What follows belongs to an exercise in optimizing a design on an open flow for small area; a production flow would make more cautious choices. At most, simulation tests tie the RTL to the original design; equivalence was not proved. For runs 2 to 4, only the layout was checked, not whether the RTL still works. No activity file was given, so power comes from the tool's default toggle rates.

$ cat design/flow/config.mk
export PLATFORM = sky130hd
export DESIGN_NAME = matrix
export DESIGN_NICKNAME = matrix
export VERILOG_FILES = /design/flow/design.v
export SDC_FILE = /design/flow/constraint.sdc
export NUM_CORES = 4
export LEC_CHECK = 0
export ABC_AREA = 1
export CAP_MARGIN = 20
export CORE_MARGIN = 2
export CORE_UTILIZATION = 40
export SLEW_MARGIN = 20
$ cat design/flow/constraint.sdc
create_clock -name core_clock -period 10.0 [get_ports {clk}]
set_input_delay 2.0000 -clock core_clock [delete_from_list [all_inputs] [get_ports {clk}]]
set_output_delay 2.0000 -clock core_clock [all_outputs]
set_load 0.01 [all_outputs]
$ cat design/flow/design.v
`timescale 1ns / 1ps
module matrix (
	input clk, rst,          
	input enable,
	input [3:0] in,          
	input [3:0] row,
	output buzzer,
	output [3:0] col,
	output [3:0] ctrl,
	output [7:0] segment
);
reg a0, a1, a2;
reg [2:0] c;
reg [9:0] h;
wire m4_0 = ~a1 & ~a0;
wire m4_2 = a1 & a0;
wire m4_3 = a1 & ~a0;
wire m5_4 = c[2] & ~c[1];
wire tick_disp = ~a2 & m4_3 & m5_4;
wire h_wrap = (h == 10'd1000);
wire started = (h != 10'd0);
wire tick_sec = a2 & m4_3 & m5_4 & (h == 10'd500);
always @(posedge clk) begin
	if (rst) begin
		a0 <= 1'b0; a1 <= 1'b0; a2 <= 1'b0;
		c <= 3'b000;
		h <= 10'd0;
	end
	else begin
		a0 <= ~a1;
		a1 <= a0;
		a2 <= a2 ^ m4_3;
		c <= {c[1:0], ~(c[2] | c[1])};
		if (tick_disp) begin
			if (h_wrap) h <= 10'd1;
			else h <= h + 10'd1;
		end
	end
end
wire [1:0] cidx = {a1, a1 ^ a0};
assign col = 4'b0001 << cidx;
reg [3:0] val;
always @(posedge clk) begin
	if (rst) val <= 4'h0;
	else if (row[0]) val <= {2'd0, cidx};
	else if (row[1]) val <= {2'd1, cidx};
	else if (row[2]) val <= {2'd2, cidx};
	else if (row[3]) val <= {2'd3, cidx};
end
reg [3:0] s0, s1, s2, s3;
reg buz, count;
reg decw;       
reg borrow;     
wire ld_any = tick_sec & ~enable;
wire ld0 = ld_any & (in == 4'b0001);
wire ld1 = ld_any & (in == 4'b0010);
wire ld2 = ld_any & (in == 4'b0100);
wire ld3 = ld_any & (in == 4'b1000);
wire arm = ld_any & ~(ld0 | ld1 | ld2 | ld3);
wire dec = tick_sec & enable & count;
wire zero = ({s3, s2, s1, s0} == 16'h0001);
wire active = dec | decw;
wire bin = dec | borrow;
wire [3:0] x = s0 - {3'b000, bin};
wire bout = (x == 4'd15);
wire [3:0] nv = bout ? (m4_0 ? 4'd5 : 4'd9) : x;
always @(posedge clk) begin
	s0 <= ld1 ? val : s1;
	s1 <= ld2 ? val : s2;
	s2 <= ld3 ? val : s3;
	if (~started) s3 <= 4'd0;
	else if (ld0) s3 <= val;
	else if (active) s3 <= nv;
	else s3 <= s0;
end
always @(posedge clk) begin
	if (rst) begin
		decw <= 1'b0;
		borrow <= 1'b0;
		buz <= 1'b0;
		count <= 1'b0;
	end
	else begin
		decw <= dec | (decw & ~m4_2);
		borrow <= active & bout;
		if (arm) begin buz <= 1'b0; count <= 1'b1; end
		else if (dec & zero) begin buz <= 1'b1; count <= 1'b0; end
	end
end
assign buzzer = buz;
reg [3:0] digit;
always @(*) begin
	case (h[1:0])
		2'b00: digit = s0;
		2'b01: digit = s1;
		2'b10: digit = s2;
		default: digit = s3;
	endcase
end
reg [3:0] sc;
always @(posedge clk) begin
	if (rst) sc <= 4'd15;
	else if (tick_disp && digit <= 4'd9) sc <= digit;
end
wire [1:0] lastp = h[1:0] - 2'd1;
assign ctrl = started ? ~(4'b0001 << lastp) : 4'b1111;
wire [6:0] seg =
	(sc == 4'd0) ? 7'b1111110 :
	(sc == 4'd1) ? 7'b0110000 :
	(sc == 4'd2) ? 7'b1101101 :
	(sc == 4'd3) ? 7'b1111001 :
	(sc == 4'd4) ? 7'b0110011 :
	(sc == 4'd5) ? 7'b1011011 :
	(sc == 4'd6) ? 7'b1011111 :
	(sc == 4'd7) ? 7'b1110000 :
	(sc == 4'd8) ? 7'b1111111 :
	(sc == 4'd9) ? 7'b1111011 : 7'b0000000;
assign segment = {seg, 1'b0};
endmodule
$ cat design/flow/flow/run.sh
#!/bin/bash
# Own layout flow: the standard ORFS flow (standard.sh), with these changes:
#  - synthesis maps with an area-oriented ABC script (flow/area.abc) and without
#    the adder-cell step; everything else in synthesis is ORFS's, unchanged, so the
#    registers are the standard synthesis's;
#  - the port buffers are buf_1 cells;
#  - CTS uses the arguments in flow/cts_args (no dummy loads).
# Each tool's output goes to the ORFS logs under orfs/logs/; make's to flow_make.log.
set -euo pipefail
W=$(pwd)
sed -e "s#log_cmd abc {\*}\$abc_args#set abc_args [list -script $W/flow/area.abc {*}\$lib_args {*}\$lib_dont_use_args]; log_cmd abc {*}\$abc_args#" \
	"$FLOW_HOME/scripts/synth.tcl" > "$W/own_synth.tcl"
grep -q "flow/area.abc" "$W/own_synth.tcl"
sed -e "s#source \$::env(SCRIPTS_DIR)/synth.tcl#source $W/own_synth.tcl#" \
	"$W/synth_recipe.tcl" > "$W/own_synth_recipe.tcl"
grep -q "own_synth.tcl" "$W/own_synth_recipe.tcl"
bash "$W/standard.sh" \
	SYNTH_SCRIPT="$W/own_synth_recipe.tcl" \
	ADDER_MAP_FILE= \
	BUFFER_PORTS_ARGS="-buffer_cell sky130_fd_sc_hd__buf_1" \
	CTS_ARGS="$(cat "$W/flow/cts_args")" \
	finish > "$W/flow_make.log" 2>&1
$ cat design/flow/flow/area.abc
strash
&get -n
&deepsyn -T 30
&put
dch -f
amap
topo
$ cat design/flow/flow/cts_args
-sink_clustering_enable -repair_clock_nets -dont_use_dummy_load
$ cat design/flow/standard.sh
#!/bin/bash
# synth_recipe.tcl (not shown) runs the flow's synth.tcl, then flattens the netlist and writes it again
# the make line also repeats each setting of config.mk as NAME=value (left out here)
make -C /OpenROAD-flow-scripts/flow DESIGN_CONFIG=/design/flow/config.mk WORK_HOME=/design/flow/orfs CLKGATE_MAP_FILE= SYNTH_SCRIPT=/design/flow/synth_recipe.tcl "${@:-finish}"
==> flow_summary.yaml, run 1 <==
cts:
  cts_tree: "built"
  insertion_delay_ns: 0.29
  cts.sinks: 44
  root_buffer: "clkbuf_8"
  cts_hold_buf: 0
  htreeDepth: 2
  path_clk_slew_ns: 0.07
  cts_resized: 0
  clockBufferDepth: 2
  postCtsSetupBuffers: 0
  cts_buffers: 5
run:
  drv_cap: 0
finish:
  drive_gt1_share_pct: 1.79
  fin_nets: 293
  area_growth_pct: 11.9
  antennaDiodeCount: 0
routing:
  dr.pass1.iters: 4
  drc: 0
  viasPerCell: 5.36
  first_iter_violations: 69
  wire_per_inst_um: 12.2
  antenna_left: 0
  wl_mm: 4.06
  via_count: 1780
hold_path:
  min_path_type: "register to register"
synthesis:
  yosysMostFrequentCell: "nor2_1"
  async_flop_share_pct: 0
  ys_warn_count: 1
  synth_cells: 250
  synth.distinct_cells: 30
  synth_area_leaders: "dfxtp_1 47%, nor2_1 11%, nor3_1 7.4%"
  syn_nets: 261
  yosys-top-cells-count: "53 x nor2_1, 44 x dfxtp_1, 28 x nor3_1"
  syn-cell-area_um2: 1880
  synth_area_per_cell_um2: 7.54
  ys_ff_latch: 44
  synth_top_area_share_pct: 46.7
  yosysTopAreaCell: "dfxtp_1"
  seq_area_frac_synth_pct: 46.7
  synth_edf_count: 0
  ys_dominant_reg_cell: "dfxtp_1"
timing:
  worst_pin_slew_ns: 0.802
  fin_crit_ns: 3.57
  slew_viol_final: 0
  setup_viol: 0
  period_share_pct: 35.7
  fin_skew_ns: 0.0139
  rsz0062_at_grt: "no"
  relSlewSlack_pct: 46.1
  setup_tns_ns: 0
  max_clock_freq_mhz: 280
  hold_ws_ns: 0.431
  finalHoldViolations: 0
critical_path:
  crit_fanout: 4
  critPathArrivalTime_ns: 1.57
  required_ns: 8.00
  startpoint_type: "register"
  worst-setup-path-type: "register to output port"
  critPathCaptureType: "output port"
floorplanning:
  dieArea_um2: 5280
  core_um2: 4440
  fp.dieH_um: 72.6
  io_pins: 28
  die_w_um: 72.6
  num_rows: 24
  initial_utilization_pct: 42.4
global_route:
  gr-total-overflow: 0
  grt_max_degree: 15
  grt_pass1_wl_mm: 7.13
  grt_pass1_vias: 1541
  antenna_found_initial: 0
  grt_use_total_pct: 17.2
power_and_ir_drop:
  power_density_nw_per_um2: 138
  leakagePower_nw: 0.727
  vdd_drop_max_uv: 76.9
placed_design:
  hpwlAfterDp_mm: 3.21
  port_buffers: 26
  gp_congestion: 0.799
run_status:
  status: "complete, no violations"
-- per-layer routing --
metal / wire length, um / track usage (%) / up-vias
met4: 56 / 5.56 / 0
met5: 0 / 0 / -
met2: 1740 / 25.9 / 36
li1: - / - / 929
met1: 2070 / 24.3 / 809
met3: 190 / 4.14 / 6
-- placed cells by master, fill, tap and decap left out --
master	netlist	routed
o32ai_1	1	1
conb_1	1	1
o21ai_0	9	9
o22ai_1	7	7
o22a_1	3	3
a221oi_1	1	1
a22oi_1	2	2
dfxtp_1	44	44
buf_1	0	26
nand2b_1	1	1
nor3_1	28	28
a21oi_1	18	18
nand3_1	3	3
or2_0	4	4
or4_1	4	4
nand2_1	18	18
a211oi_1	4	4
o31ai_1	1	1
clkbuf_8	0	5
and2_0	1	1
or3_1	5	5
a32oi_1	1	1
clkinv_1	27	27
nor2_1	53	53
nor4_1	3	3
o21a_1	2	2
nor2b_1	1	1
a31oi_1	3	3
o221ai_1	1	1
and3_1	1	1
nand4_1	2	2
-- worst max-delay path, stage by stage (launching register included) --
cell	delay, ns
dfxtp_1	0.33
clkinv_1	0.08
nand2_1	0.08
nand2_1	0.09
clkinv_1	0.09
a31oi_1	0.20
clkinv_1	0.08
a211oi_1	0.16
buf_1	0.17
-- cell families after synthesis --
logic type | count (synthesis) | synth area share [%]
other cells | 1 | 0.199
flops | 44 | 46.7
compound gates | 53 | 17.3
buf+inv | 28 | 5.78
simple gates | 124 | 29.9
-- state kept, by name (all words and copies together) (netlist names) --
signal and cells:
borrow 1, a0 1, h 10, count 1
c 3, val 4, s0 4, sc 4
s1 4, decw 1, a1 1, s2 4
s3 4, buz 1, a2 1
-- power by group --
part           leakage [nW]  switching (mW)  total (mW)  internal, mW
logic                 0.334         0.00969      0.0142       0.00451
registers             0.357         0.00166       0.179         0.178
clock network        0.0359          0.0528      0.0978        0.0450
-- area by class of cell --
cell class	count	area, um^2
inverters	27	101
well taps	52	65.1
flip-flops and latches	44	881
fillers	472	2340
multi-input cells	178	895
clock buffers	5	68.8
repair buffers	26	97.6
-- per-stage QoR --
step | cell area (um^2) | power, mW | worst slack, ns | std cells | utilization, %
floorplan | 1880 | 0.192 | 6.66 | 250 | -
global placement | 2040 | 0.198 | 6.39 | 327 | 45.9
detailed placement | 2040 | 0.198 | 6.40 | 327 | 45.9
CTS | 2110 | 0.295 | 6.41 | 332 | 47.4
global route | 2110 | 0.306 | 6.26 | 332 | 47.4
finish | 2110 | 0.291 | 6.43 | 332 | 47.4
-- final timing paths --
path                end  startpoint  depth (start not counted)  slack [ns]
min                c[0]        c[1]                          1        0.43
max          segment[2]       sc[2]                          8        6.43
min reg2reg        c[0]        c[1]                          1        0.43
max reg2reg       s3[3]          a1                         10        6.76
==> run 2, diff against run 1 <==
==> design/flow/design.v (replaced) <==
`timescale 1ns / 1ps
module matrix (
	input clk, rst,          
	input enable,
	input [3:0] in,          
	input [3:0] row,
	output buzzer,
	output [3:0] col,
	output [3:0] ctrl,
	output [7:0] segment
);
reg a0, a1, a2;
reg [2:0] c;
reg [9:0] h;
wire m4_3 = a1 & ~a0;
wire m5_4 = c[2] & ~c[1];
wire tick_disp = ~a2 & m4_3 & m5_4;
wire h_wrap = (h == 10'd1000);
wire started = (h != 10'd0);
wire tick_sec = a2 & m4_3 & m5_4 & (h == 10'd500);
always @(posedge clk) begin
	if (rst) begin
		a0 <= 1'b0; a1 <= 1'b0; a2 <= 1'b0;
		c <= 3'b000;
		h <= 10'd0;
	end
	else begin
		a0 <= ~a1;
		a1 <= a0;
		a2 <= a2 ^ m4_3;
		c <= {c[1:0], ~(c[2] | c[1])};
		if (tick_disp) begin
			if (h_wrap) h <= 10'd1;
			else h <= h + 10'd1;
		end
	end
end
wire [2:0] p = h[2:0];
wire [1:0] cidx = {a1, a1 ^ a0};
assign col = 4'b0001 << cidx;
reg [3:0] val;
always @(posedge clk) begin
	if (rst) val <= 4'h0;
	else if (row[0]) val <= {2'd0, cidx};
	else if (row[1]) val <= {2'd1, cidx};
	else if (row[2]) val <= {2'd2, cidx};
	else if (row[3]) val <= {2'd3, cidx};
end
reg [3:0] d0, d1, d2, d3;
reg buz, count;
wire ld_any = tick_sec & ~enable;
wire s0 = (in == 4'b0001), s1 = (in == 4'b0010), s2 = (in == 4'b0100), s3 = (in == 4'b1000);
wire arm = ld_any & ~(s0 | s1 | s2 | s3);
wire dec = tick_sec & enable & count;
wire b0 = (d0 == 4'd0);
wire [3:0] x1 = d1 - b0;
wire b1 = (x1 == 4'd15);
wire [3:0] x2 = d2 - b1;
wire b2 = (x2 == 4'd15);
wire [3:0] x3 = d3 - b2;
wire b3 = (x3 == 4'd15);
wire [3:0] v0 = b0 ? 4'd9 : d0 - 4'd1;
wire [3:0] v1 = b1 ? 4'd5 : x1;
wire [3:0] v2 = b2 ? 4'd9 : x2;
wire [3:0] v3 = b3 ? 4'd9 : x3;
wire zero = ({d3, d2, d1, d0} == 16'h0001);
always @(posedge clk) begin
	if (rst) begin
		d0 <= 4'd0; d1 <= 4'd0; d2 <= 4'd0; d3 <= 4'd0;
		buz <= 1'b0; count <= 1'b0;
	end
	else begin
		if (ld_any & s0) d0 <= val; else if (dec) d0 <= v0;
		if (ld_any & s1) d1 <= val; else if (dec) d1 <= v1;
		if (ld_any & s2) d2 <= val; else if (dec) d2 <= v2;
		if (ld_any & s3) d3 <= val; else if (dec) d3 <= v3;
		if (arm) begin buz <= 1'b0; count <= 1'b1; end
		else if (dec & zero) begin buz <= 1'b1; count <= 1'b0; end
	end
end
assign buzzer = buz;
reg [3:0] digit;
always @(*) begin
	case (p[1:0])
		2'b00: digit = d0;
		2'b01: digit = d1;
		2'b10: digit = d2;
		default: digit = d3;
	endcase
end
reg [3:0] sc;
always @(posedge clk) begin
	if (rst) sc <= 4'd15;
	else if (tick_disp && digit <= 4'd9) sc <= digit;
end
wire [1:0] lastp = p[1:0] - 2'd1;
assign ctrl = started ? ~(4'b0001 << lastp) : 4'b1111;
wire [6:0] seg =
	(sc == 4'd0) ? 7'b1111110 :
	(sc == 4'd1) ? 7'b0110000 :
	(sc == 4'd2) ? 7'b1101101 :
	(sc == 4'd3) ? 7'b1111001 :
	(sc == 4'd4) ? 7'b0110011 :
	(sc == 4'd5) ? 7'b1011011 :
	(sc == 4'd6) ? 7'b1011111 :
	(sc == 4'd7) ? 7'b1110000 :
	(sc == 4'd8) ? 7'b1111111 :
	(sc == 4'd9) ? 7'b1111011 : 7'b0000000;
assign segment = {seg, 1'b0};
endmodule
==> design/flow/flow/cts_args (replaced) <==
-sink_clustering_enable -sink_clustering_size 50 -sink_clustering_max_diameter 500 -buf_list {sky130_fd_sc_hd__clkbuf_4 sky130_fd_sc_hd__clkbuf_8} -repair_clock_nets -dont_use_dummy_load
==> flow_summary.yaml, run 2 <==
floorplanning:
  die_w_um: 75.7
  io_pins: 28
  num_rows: 26
  initial_utilization_pct: 40.7
  fp.dieH_um: 75.7
  core_um2: 5040
  dieArea_um2: 5730
finish:
  drive_gt1_share_pct: 1.86
  final_common_cell: "nor2_1"
  top_register: "h"
  multi_input_area_um2: 1050
  antennaDiodeCount: 0
  largest_register_ffs: 10
  area_growth_pct: 12.4
  fin_nets: 335
  final_area_um2: 2310
  nFillCells: 537
  layout_common_cells: "64 x nor2_1, 42 x clkinv_1, 42 x dfxtp_1"
  regArea_um2: 841
synthesis:
  synth_area_leaders: "dfxtp_1 41%, nor2_1 12%, clkinv_1 7.7%"
  yosysMostFrequentCell: "nor2_1"
  yosys-top-cells-count: "64 x nor2_1, 42 x clkinv_1, 42 x dfxtp_1"
  synth_area_per_cell_um2: 7.06
  syn-cell-area_um2: 2050
  ys_ff_latch: 42
  seq_area_frac_synth_pct: 40.9
  synth_cells: 291
  synth_edf_count: 0
  syn_nets: 302
  yosysTopAreaCell: "dfxtp_1"
  ys_warn_count: 1
  ys_dominant_reg_cell: "dfxtp_1"
  synth.distinct_cells: 33
  synth_top_area_share_pct: 40.9
  async_flop_share_pct: 0
timing:
  hold_ws_ns: 0.423
  max_clock_freq_mhz: 276
  fin_crit_ns: 3.62
  setup_slack_ns: 6.38
  worst_pin_slew_ns: 0.793
  finalHoldViolations: 0
  setup_viol: 0
  rsz0062_at_grt: "no"
  slew_viol_final: 0
  period_share_pct: 36.2
  fin_skew_ns: 0.0123
  relSlewSlack_pct: 46.6
  setup_tns_ns: 0
critical_path:
  cp_num_buf_inv: 3
  startpoint_type: "register"
  critPathSlowestCell: "dfxtp_1"
  worst-setup-path-type: "register to output port"
  critPathCaptureType: "output port"
  crit_family: "compound AO/OA/AOI/OAI gates"
  crit_chain: "clkinv_1 > o21ai_0 > o21ai_0 > clkinv_1 > nor2_1 > a22oi_1 > buf_1"
  crit_fanout: 4
  critPathArrivalTime_ns: 1.62
  slowest_delay_ns: 0.39
  required_ns: 8.00
cts:
  path_clk_slew_ns: 0.08
  cts.sinks: 42
  postCtsSetupBuffers: 0
  cts_tree: "built"
  insertion_delay_ns: 0.29
  cts_resized: 0
  cts_buffers: 5
  cts_hold_buf: 0
  htreeDepth: 2
  clockBufferDepth: 2
  root_buffer: "clkbuf_8"
power_and_ir_drop:
  power_frac_comb_pct: 5.1
  vdd_drop_max_uv: 76.9
  p_int_uw: 219
  swShare_pct: 22.8
  p_switching_uw: 65.0
  p_seq_share_pct: 60.3
  clock_power_share_pct: 34.6
  power_density_nw_per_um2: 123
  power_uw: 284
  leakagePower_nw: 0.775
routing:
  dr.pass1.iters: 4
  wl_mm: 4.99
  drc: 0
  viasPerCell: 5.25
  first_iter_violations: 112
  via_count: 2057
  wire_per_inst_um: 12.7
  antenna_left: 0
global_route:
  grt_pass1_vias: 1830
  grt_pass1_wl_mm: 8.38
  gr-total-overflow: 0
  antenna_found_initial: 0
  grt_use_total_pct: 19.7
  grt_max_degree: 19
run:
  drv_cap: 0
placed_design:
  hpwlAfterDp_mm: 3.96
  gp_congestion: 0.935
  dpl_cell_area_um2: 2240
  port_buffers: 26
  pre_cts_ws_ns: 6.16
run_status:
  status: "complete, no violations"
hold_path:
  min_path_type: "register to register"
-- run 2: changes by cell type after synthesis, sizes merged, moves of 2 or more --
cell    previous run  this run
a211oi             4         9
nor2b              1         3
a21oi             18         8
dfxtp             44        42
nor2              53        64
nand2             18        27
o221a              0         2
o21bai             0         2
nor4               3         5
nor3              28        17
o21ai              9        25
clkinv            27        42
or4                4         1
-- run 2: per-stage QoR --
stage	utilization (%)	instances
final	45.8	392
after global routing	45.8	392
after CTS	45.8	392
after detailed placement	44.4	387
after global placement	44.4	387
after floorplan	-	291
-- run 2: final timing paths --
path	start	to	slack, ns	depth (start not counted)
worst max register to register	a1	d0[2]	6.58	14
worst max-delay path	sc[0]	segment[6]	6.38	7
worst min register to register	c[2]	c[0]	0.42	1
worst min-delay path	c[2]	c[0]	0.42	1
-- run 2: layout make-up --
type	instances	area share, %
sequential	42	36.4
inverter	42	6.83
clock buffer	5	2.98
tap	70	3.79
timing repair buffer	27	4.55
multi-input combinational	206	45.4
-- run 2: routing by layer --
layer  GRT usage, %  wire [um]  vias to the layer above
met4           6.82         91                        0
met1           26.0       2410                      913
met3           3.97        262                       10
met2           32.0       2220                       56
li1               -          -                     1078
met5              0          0                        -
-- run 2: cell families after synthesis --
group	synth area share [%]
compound gates	22.3
buf+inv	8.04
flops	40.9
other cells	0.183
simple gates	28.6
-- run 2: power by group through the flow --
| stage | combinational [mW] | clock (mW) | sequential, mW |
|---|---|---|---|
| 2_1_floorplan | 0.00868 | 0 | 0.175 |
| 3_3_place_gp | 0.0146 | 0 | 0.175 |
| 3_5_place_dp | 0.0147 | 0 | 0.175 |
| 4_1_cts | 0.0147 | 0.100 | 0.172 |
| 5_1_grt | 0.0169 | 0.107 | 0.172 |
| 6_report | 0.0146 | 0.0983 | 0.172 |
==> run 3, diff against run 2 <==
==> design/flow/flow/cts_args (replaced) <==
-sink_clustering_enable -repair_clock_nets -dont_use_dummy_load
==> flow_summary.yaml, run 3 <==
floorplanning:
  initial_utilization_pct: 40.7
  core_um2: 5040
  io_pins: 28
  fp.dieH_um: 75.7
  die_w_um: 75.7
  num_rows: 26
  dieArea_um2: 5730
synthesis:
  synth_top_family_by_area: "simple AND/OR/NAND/NOR gates"
  syn_nets: 302
  seq_area_frac_synth_pct: 40.9
  yosysMostFrequentCell: "nor2_1"
  yosysTopAreaCell: "dfxtp_1"
  ys_ff_latch: 42
  synthAdderAreaFrac_pct: 0
  synth_edf_count: 0
  synth_top_area_share_pct: 40.9
  synthSimpleGateAreaFrac_pct: 28.6
  syn-cell-area_um2: 2050
  synth_compound_area_share_pct: 22.3
  synth_area_leaders: "dfxtp_1 41%, nor2_1 12%, clkinv_1 7.7%"
  synth_cells: 291
  async_flop_share_pct: 0
  yosys-top-cells-count: "64 x nor2_1, 42 x clkinv_1, 42 x dfxtp_1"
  synth.distinct_cells: 33
  muxShareOfSynthArea_pct: 0
  ys_dominant_reg_cell: "dfxtp_1"
  synth_xor_area_share_pct: 0
  synth_area_per_cell_um2: 7.06
  ys_warn_count: 1
critical_path:
  startpoint_type: "register"
  r2r_start: "a1"
  crit_family: "compound AO/OA/AOI/OAI gates"
  critPathCaptureType: "output port"
  critPathSlowestCell: "dfxtp_1"
  required_ns: 8.00
  crit_fanout: 4
  startpoint: "sc[0]"
  critPathArrivalTime_ns: 1.62
  slowest_delay_ns: 0.39
  crit_chain: "clkinv_1 > o21ai_0 > o21ai_0 > clkinv_1 > nor2_1 > a22oi_1 > buf_1"
  cp_num_buf_inv: 3
  worst-setup-path-type: "register to output port"
cts:
  cts_tree: "built"
  path_clk_slew_ns: 0.08
  root_buffer: "clkbuf_8"
  cts_buffers: 5
  insertion_delay_ns: 0.29
  htreeDepth: 2
  cts.sinks: 42
  cts_hold_buf: 0
  clockBufferDepth: 2
  postCtsSetupBuffers: 0
  cts_resized: 0
power_and_ir_drop:
  power_density_nw_per_um2: 123
  leakagePower_nw: 0.775
  vdd_drop_max_uv: 76.9
routing:
  first_iter_violations: 112
  wire_per_inst_um: 12.7
  via_count: 2057
  antenna_left: 0
  dr.pass1.iters: 4
  drc: 0
  viasPerCell: 5.25
  wl_mm: 4.99
hold_path:
  hold_path.startpoint: "c[2]"
  min_path_type: "register to register"
timing:
  max_clock_freq_mhz: 276
  worst_pin_slew_ns: 0.793
  rsz0062_at_grt: "no"
  finalHoldViolations: 0
  slew_viol_final: 0
  fin_skew_ns: 0.0123
  relSlewSlack_pct: 46.6
  period_share_pct: 36.2
  setup_viol: 0
  setup_tns_ns: 0
  fin_crit_ns: 3.62
finish:
  fin_nets: 335
  largest_register_ffs: 10
  top_register: "h"
  area_growth_pct: 12.4
  drive_gt1_share_pct: 1.86
  final_area_um2: 2310
  final_common_cell: "nor2_1"
  antennaDiodeCount: 0
  layout_common_cells: "64 x nor2_1, 42 x clkinv_1, 42 x dfxtp_1"
global_route:
  grt_pass1_wl_mm: 8.38
  grt_max_degree: 19
  antenna_found_initial: 0
  grt_pass1_vias: 1830
  gr-total-overflow: 0
  grt_use_total_pct: 19.7
placed_design:
  gp_congestion: 0.935
  hpwlAfterDp_mm: 3.96
  dpl_cell_area_um2: 2240
  port_buffers: 26
run:
  drv_cap: 0
run_status:
  status: "complete, no violations"
run 3: logic make-up after synthesis:
kind of cell           after synthesis
and+or+nand+nor                    134
AOI/OAI and AO/OA                   71
buffers and inverters               43
DFF                                 42
other                                1
run 3: per-layer routing:
metal / global-route usage (%) / up-vias / wire, um
met2: 32.0 / 56 / 2220
met1: 26.0 / 913 / 2410
met3: 3.97 / 10 / 262
li1: - / 1078 / -
met5: 0 / - / 0
met4: 6.82 / 0 / 91
run 3: layout make-up:
cell class	count	area [um^2]
fillers	537	2730
multi-input cells	206	1050
flip-flops and latches	42	841
inverters	42	158
repair buffers	27	105
well taps	70	87.6
clock buffers	5	68.8
run 3: path summary, 6_finish.rpt:
check	endpoint	slack [ns]	cells past startpoint
worst max-delay path	segment[6]	6.38	7
worst min-delay path	c[0]	0.42	1
worst max register to register	d0[2]	6.58	14
worst min register to register	c[0]	0.42	1
run 3: report_power, final:
| group | internal, mW | switching [mW] | total [mW] |
|---|---|---|---|
| sequential | 0.170 | 0.00182 | 0.172 |
| combinational | 0.00465 | 0.00993 | 0.0146 |
| clock | 0.0450 | 0.0532 | 0.0983 |
run 3: through the flow:
| step | util, % | power, mW | std cells | hold slack, ns | setup slack, ns |
|---|---|---|---|---|---|
| global route | 45.8 | 0.296 | 392 | 0.457 | 6.16 |
| detailed placement | 44.4 | 0.190 | 387 | 0.421 | 6.16 |
| global placement | 44.4 | 0.190 | 387 | 0.420 | 6.28 |
| CTS | 45.8 | 0.287 | 392 | 0.429 | 6.33 |
| floorplan | - | 0.184 | 291 | 0.398 | 6.52 |
| finish | 45.8 | 0.284 | 392 | 0.423 | 6.38 |
==> run 4, diff against run 3 <==
==> design/flow/flow/run.sh (replaced) <==
#!/bin/bash
# Own layout flow: the standard ORFS flow, with three changes:
#  - synthesis maps with an area-oriented ABC script (flow/area.abc) instead of
#    ORFS's; everything before and after ABC is ORFS's synthesis unchanged, so the
#    registers are the standard synthesis's;
#  - the port buffers are buf_1 cells;
#  - CTS inserts no dummy loads.
set -euo pipefail
W=$(pwd)
# ORFS synth.tcl with only the ABC script swapped
sed -e "s#log_cmd abc {\*}\$abc_args#lset abc_args 1 $W/flow/area.abc; log_cmd abc {*}\$abc_args#" \
	"$FLOW_HOME/scripts/synth.tcl" > "$W/own_synth.tcl"
grep -q "flow/area.abc" "$W/own_synth.tcl"
sed -e "s#source \$::env(SCRIPTS_DIR)/synth.tcl#source $W/own_synth.tcl#" \
	"$W/synth_recipe.tcl" > "$W/own_synth_recipe.tcl"
grep -q "own_synth.tcl" "$W/own_synth_recipe.tcl"
CTS="-sink_clustering_enable -repair_clock_nets -dont_use_dummy_load"
if [[ -f "$W/flow/cts_args" ]]; then CTS=$(cat "$W/flow/cts_args"); fi
bash "$W/standard.sh" \
	SYNTH_SCRIPT="$W/own_synth_recipe.tcl" \
	BUFFER_PORTS_ARGS="-buffer_cell sky130_fd_sc_hd__buf_1" \
	CTS_ARGS="$CTS" \
	finish > "$W/flow_make.log" 2>&1
removed: design/flow/flow/cts_args
==> flow_summary.yaml, run 4 <==
finish:
  drive_gt1_share_pct: 1.92
  area_growth_pct: 11.5
  fin_nets: 342
  top_register: "h"
  largest_register_ffs: 10
  layout_common_cells: "43 x nor2_1, 42 x dfxtp_1, 38 x clkinv_1"
  antennaDiodeCount: 0
  finalNonFillerCells: 384
  nFillCells: 569
  final_common_cell: "nor2_1"
  multi_input_area_um2: 1230
  regArea_um2: 841
floorplanning:
  initial_utilization_pct: 40.8
  core_um2: 5440
  io_pins: 28
  die_w_um: 78.5
  fp.dieH_um: 78.5
  num_rows: 27
  dieArea_um2: 6160
synthesis:
  yosysTopAreaCell: "dfxtp_1"
  synth_area_per_cell_um2: 7.90
  ys_ff_latch: 42
  async_flop_share_pct: 0
  synth_cells: 281
  synth.distinct_cells: 36
  syn_nets: 309
  synth_area_leaders: "dfxtp_1 38%, ha_1 9.6%, nor2_1 7.3%"
  seq_area_frac_synth_pct: 37.9
  syn-cell-area_um2: 2220
  synth_top_area_share_pct: 37.9
  yosysMostFrequentCell: "nor2_1"
  ys_dominant_reg_cell: "dfxtp_1"
  yosys-top-cells-count: "43 x nor2_1, 42 x dfxtp_1, 38 x clkinv_1"
  ys_warn_count: 1
  synth_edf_count: 0
critical_path:
  crit_fanout: 5
  startpoint_type: "register"
  r2r_start: "d0[3]"
  critPathCaptureType: "register"
  reg2reg_to: "d3[2]"
  slowest_delay_ns: 0.48
  r2r_cells: 14
  required_ns: 10.16
  crit_chain: "nor4_1 > ha_1 > ha_1 > nor4_1 > ha_1 > ha_1 > nor4_1 > ha_1 > nand3_1 > nor2_1 > a21oi_1 > or2_0 > o21ai_0 > o221ai_1"
  crit_top_cell: "ha_1"
  critPathArrivalTime_ns: 3.96
  worst-setup-path-type: "register to register"
  critPathSlowestCell: "nor4_1"
  r2r_setup_slack_ns: 6.20
timing:
  max_clock_freq_mhz: 263
  setup_viol: 0
  fin_skew_ns: 0.0177
  fin_crit_ns: 3.80
  period_share_pct: 38.0
  rsz0062_at_grt: "no"
  relSlewSlack_pct: 61.5
  finalHoldViolations: 0
  worst_pin_slew_ns: 0.563
  slew_viol_final: 0
  setup_tns_ns: 0
hold_path:
  min_path_type: "register to register"
  hold_path.startpoint: "c[1]"
  whs_path_depth: 1
  hold_end: "c[0]"
cts:
  postCtsSetupBuffers: 0
  path_clk_slew_ns: 0.08
  cts_resized: 0
  htreeDepth: 2
  root_buffer: "clkbuf_8"
  clockBufferDepth: 2
  cts_tree: "built"
  insertion_delay_ns: 0.30
  cts.sinks: 42
  cts_hold_buf: 0
  cts_buffers: 5
global_route:
  grt_max_degree: 20
  grt_use_total_pct: 17.6
  antenna_found_initial: 0
  grt_pass1_wl_mm: 8.55
  gr-total-overflow: 0
  grt_pass1_vias: 1909
routing:
  wire_per_inst_um: 13.2
  dr.pass1.iters: 4
  via_count: 2094
  drc: 0
  first_iter_violations: 119
  antenna_left: 0
  wl_mm: 5.07
  viasPerCell: 5.45
placed_design:
  port_buffers: 26
  gp_congestion: 0.815
  hpwlAfterDp_mm: 3.96
  place_inst: 379
run_status:
  status: "complete, no violations"
power_and_ir_drop:
  leakagePower_nw: 0.891
  vdd_drop_max_uv: 58.3
  power_density_nw_per_um2: 116
run:
  drv_cap: 0
==> run 4: report_power, final <==
part	switching, mW	internal, mW	total (mW)
sequential	0.00232	0.170	0.172
combinational	0.0106	0.00518	0.0158
clock	0.0535	0.0450	0.0986
==> run 4: worst max-delay path by stage <==
stage / start / end / slack (ns) / cells past startpoint
global placement: d0[3] / d3[1] / 6.22 / 14
CTS: d0[3] / d3[1] / 6.25 / 14
finish: d0[3] / d3[2] / 6.20 / 14
detailed placement: d0[3] / d3[1] / 6.28 / 14
floorplan: in[1] / d1[1] / 6.65 / 7
global route: d0[3] / d3[2] / 5.72 / 15
==> run 4: area by class of cell <==
| class | count | area share (%) |
|---|---|---|
| well taps | 72 | 3.64 |
| flip-flops and latches | 42 | 33.9 |
| repair buffers | 27 | 4.24 |
| clock buffers | 5 | 2.78 |
| multi-input cells | 200 | 49.6 |
| inverters | 38 | 5.76 |
==> run 4: kinds of logic after synthesis <==
| kind of cell | Yosys count | synth area share [%] |
|---|---|---|
| compound gates | 71 | 22.0 |
| fa+ha+maj | 17 | 9.58 |
| buf+inv | 39 | 6.76 |
| flops | 42 | 37.9 |
| other cells | 1 | 0.169 |
| simple gates | 111 | 23.6 |
==> run 4: routing by layer <==
metal	GRT usage [%]	vias up	wire (um)
li1	-	1104	-
met1	22.2	928	2450
met2	29.1	55	2300
met3	3.79	7	247
met4	6.84	0	72
met5	0	-	0
==> run 4: critical path, delay by kind of cell (launching register included) <==
family,cells,cell delay (ns)
simple gates,6,1.69
compound gates,3,0.34
fa+ha+maj,5,1.28
flops,1,0.35
==> run 4: per-stage QoR <==
| step | hold WS, ns | worst slack (ns) | util (%) | power, mW | area, um^2 |
|---|---|---|---|---|---|
| 6_report | 0.440 | 6.20 | 45.5 | 0.287 | 2480 |
| 5_1_grt | 0.462 | 5.72 | 45.5 | 0.299 | 2480 |
| 4_1_cts | 0.440 | 6.25 | 45.5 | 0.290 | 2480 |
| 3_5_place_dp | 0.427 | 6.28 | 44.3 | 0.192 | 2410 |
| 3_3_place_gp | 0.415 | 6.22 | 44.3 | 0.192 | 2410 |
| 2_1_floorplan | 0.398 | 6.65 | - | 0.185 | 2220 |

==> separate check: timing with driven ports <==
In the flow no input, the clock included, has a driving cell. The finished layouts below were timed again as built, in two steps. Step 1: set_driving_cell puts a clkbuf_16 on clk and a buf_2 on each other input, an assumption about the parent block. Step 2 also shifts input and output timing later by t, the mid clock arrival at the registers, as if the neighbouring blocks saw the same clock. a / b / c = no drivers / after step 1 / after step 2; a / b = the first two.
run | shift t [ns] | setup slack, ns | slew at the worst register clock pin (ns) | worst data-port slew with drivers (ns)
run 1 | 0.312 | 6.427 / 6.401 / 6.391 | 0.08 / 0.08 | 0.03
run 2 | 0.315 | 6.380 / 6.351 / 6.121 | 0.08 / 0.08 | 0.03
run 3 | 0.315 | 6.380 / 6.351 / 6.121 | 0.08 / 0.08 | 0.03
run 4 | 0.315 | 6.202 / 6.202 / 6.202 | 0.08 / 0.08 | 0.03
After both steps every run listed still meets setup and hold.
